This is an optimization exercise on Yosys and OpenROAD, whose aim is a short achievable clock period and few clock cycles per item, not a production implementation. Function was checked by simulation only, so behaviour that the tests miss may differ from the original.

Design ALU, start of the top module:
module ALU(
    clk,
    rst_n,
    valid,
    ready,
    mode,
    in_A,
    in_B,
    out
);
    input         clk, rst_n;
    input         valid;
    input  [1:0]  mode;  
    output        ready;
    input  [31:0] in_A, in_B;
    output [63:0] out;
    localparam IDLE = 2'd0, MUL2 = 2'd1, DIVD = 2'd2;
    reg  [1:0]  state;
    reg         ready_r;
    reg  [63:0] out_r;
    reg  [10:0] cnt;    
    wire idle = (state == IDLE);
    wire [34:0] bx = {2'b00, in_B, 1'b0};
    wire [33:0] ax = {1'b0, in_A, 1'b0};   
    wire [16:0] bone, btwo, bneg;
    genvar gi;
    generate
        for (gi = 0; gi < 17; gi = gi + 1) begin : g_booth
            assign bone[gi] = bx[2*gi+1] ^ bx[2*gi];
            assign btwo[gi] = (bx[2*gi+2] & ~bx[2*gi+1] & ~bx[2*gi]) | (~bx[2*gi+2] & bx[2*gi+1] & bx[2*gi]);
            assign bneg[gi] = bx[2*gi+2];
        end
    endgenerate
    wire [32:0] pp0 = (({33{bone[0]}} & ax[33:1]) | ({33{btwo[0]}} & ax[32:0])) ^ {33{bneg[0]}};
    wire [32:0] pp1 = (({33{bone[1]}} & ax[33:1]) | ({33{btwo[1]}} & ax[32:0])) ^ {33{bneg[1]}};
    wire [32:0] pp2 = (({33{bone[2]}} & ax[33:1]) | ({33{btwo[2]}} & ax[32:0])) ^ {33{bneg[2]}};
  ...
For scale: ~7700 cells after synthesis, about 0.069 mm2 of cells after synthesis.
make LEC_CHECK=0 CAP_MARGIN=30 CORE_MARGIN=2 CORE_UTILIZATION=50 PLACE_DENSITY=0.62 SETUP_SLACK_MARGIN=4 SLEW_MARGIN=30 finish   # period 8.0 ns
run.sh (not shown) runs the stock make flow with config.mk's settings and CLKGATE_MAP_FILE= SYNTH_SCRIPT=/design/flow/synth_recipe.tcl, a recipe that flattens the netlist after the stock synthesis.
Testbench counts at the start, summed over its fixed seeds: cycles 5,003, items 1,920.
Edit:
CORE_UTILIZATION = 40   (was 50)
PLACE_DENSITY = 0.55   (was 0.62)
Sequential cell count does not change.
Cell area decreases slightly.
Core utilization decreases by 13 points.
Edit:
CORE_UTILIZATION = 54   (was 40)
PLACE_DENSITY = 0.65   (was 0.55)
Result: Die area came out lower by 26%; worst setup slack gets better by 0.12 ns; global-route usage grows by 11 points; area after synthesis does not change; synthesized cell count stays the same.
Edit:
CORE_UTILIZATION = 45   (was 54)
PLACE_DENSITY = 0.6   (was 0.65)
=> Non-clock buffer count fell by 19. Via count drops by about 1.8%. Sequential share of layout area barely changes. Worst hold slack degrades by 0.0088 ns. Clock-buffer cell count went up by 21. Worst setup slack is better by 0.020 ns.
Edit:
SETUP_SLACK_MARGIN = 3.7   (was 4)
Effect:
- final area falls by 6.8%
- synthesized area stays the same
- setup slack degrades by 0.065 ns

ALU, a different RTL version from the one above (not shown whole).
Size in the first run: ~7700 cells after synthesis, about 130 I/O pins, about 0.069 mm² of cells after synthesis.
==> flow/config.mk <==
export PLATFORM = sky130hd
export DESIGN_NAME = ALU
export DESIGN_NICKNAME = ALU
export VERILOG_FILES = /design/flow/design.v
export SDC_FILE = /design/flow/constraint.sdc
export NUM_CORES = 4
export LEC_CHECK = 0
export CAP_MARGIN = 30
export CORE_MARGIN = 2
export CORE_UTILIZATION = 45
export PLACE_DENSITY = 0.6
export SETUP_SLACK_MARGIN = 4.6
export SLEW_MARGIN = 30
==> flow/constraint.sdc <==
create_clock -name core_clock -period 8.0 [get_ports {clk}]
set_input_delay 1.6000 -clock core_clock [delete_from_list [all_inputs] [get_ports {clk}]]
set_output_delay 1.6000 -clock core_clock [all_outputs]
set_load 0.01 [all_outputs]
The baseline completed with no timing, DRC or antenna violations.
Testbench counts at the start, summed over its fixed seeds: cycles 5,003, items 1,920.
==> next run, changes <==
- SETUP_SLACK_MARGIN: 4.6 -> 4
=> Clock-buffer cell count climbs by 3; critical path depth stays the same; routed wire length came out lower by 10%; register-to-register slack stays flat.

==> static timing again, ports no longer ideal <==
In the flow no input, the clock included, has a driving cell. The finished layouts below were timed again as built, in two steps.
Step 1 (the two cells are an assumption about what drives the block):
set clk [get_ports {clk}]
set_driving_cell -lib_cell sky130_fd_sc_hd__clkbuf_16 $clk
set_driving_cell -lib_cell sky130_fd_sc_hd__buf_2 [delete_from_list [all_inputs] $clk]
Step 2 moves the port delays by t, midway between the first and last clock arrival at a register: inputs arrive t later, outputs are due t later. That takes back most of the time a late clock gives input paths.
Three values: ideal ports, drivers, drivers and shift; two values: the first two.
run	t, ns	setup WS [ns]	worst hold slack (ns)	worst setup path at the end	cell pins on the clock port's net
the first run of note 1	0.835	3.727 / 3.640 / 3.083	0.461 / 0.461 / 0.461	input to register	1
the second run of note 1	0.823	3.583 / 3.498 / 2.857	0.450 / 0.450 / 0.450	input to register	1
the third run of note 1	0.832	3.702 / 3.589 / 2.757	0.456 / 0.456 / 0.456	input to register	1
the fourth run of note 1	0.835	3.722 / 3.635 / 2.972	0.448 / 0.448 / 0.448	input to register	1
the fifth run of note 1	0.795	3.658 / 3.577 / 2.782	0.460 / 0.460 / 0.460	input to register	1
the first run of note 2	0.843	3.396 / 3.308 / 2.947	0.453 / 0.453 / 0.453	input to register	1
the second run of note 2	0.833	3.507 / 3.420 / 2.952	0.453 / 0.453 / 0.453	input to register	1
After both steps every run listed still meets setup and hold. For the third run of note 1, which loses most, drivers alone change the setup slack by -0.113 ns; drivers and shift together by -0.945 ns.
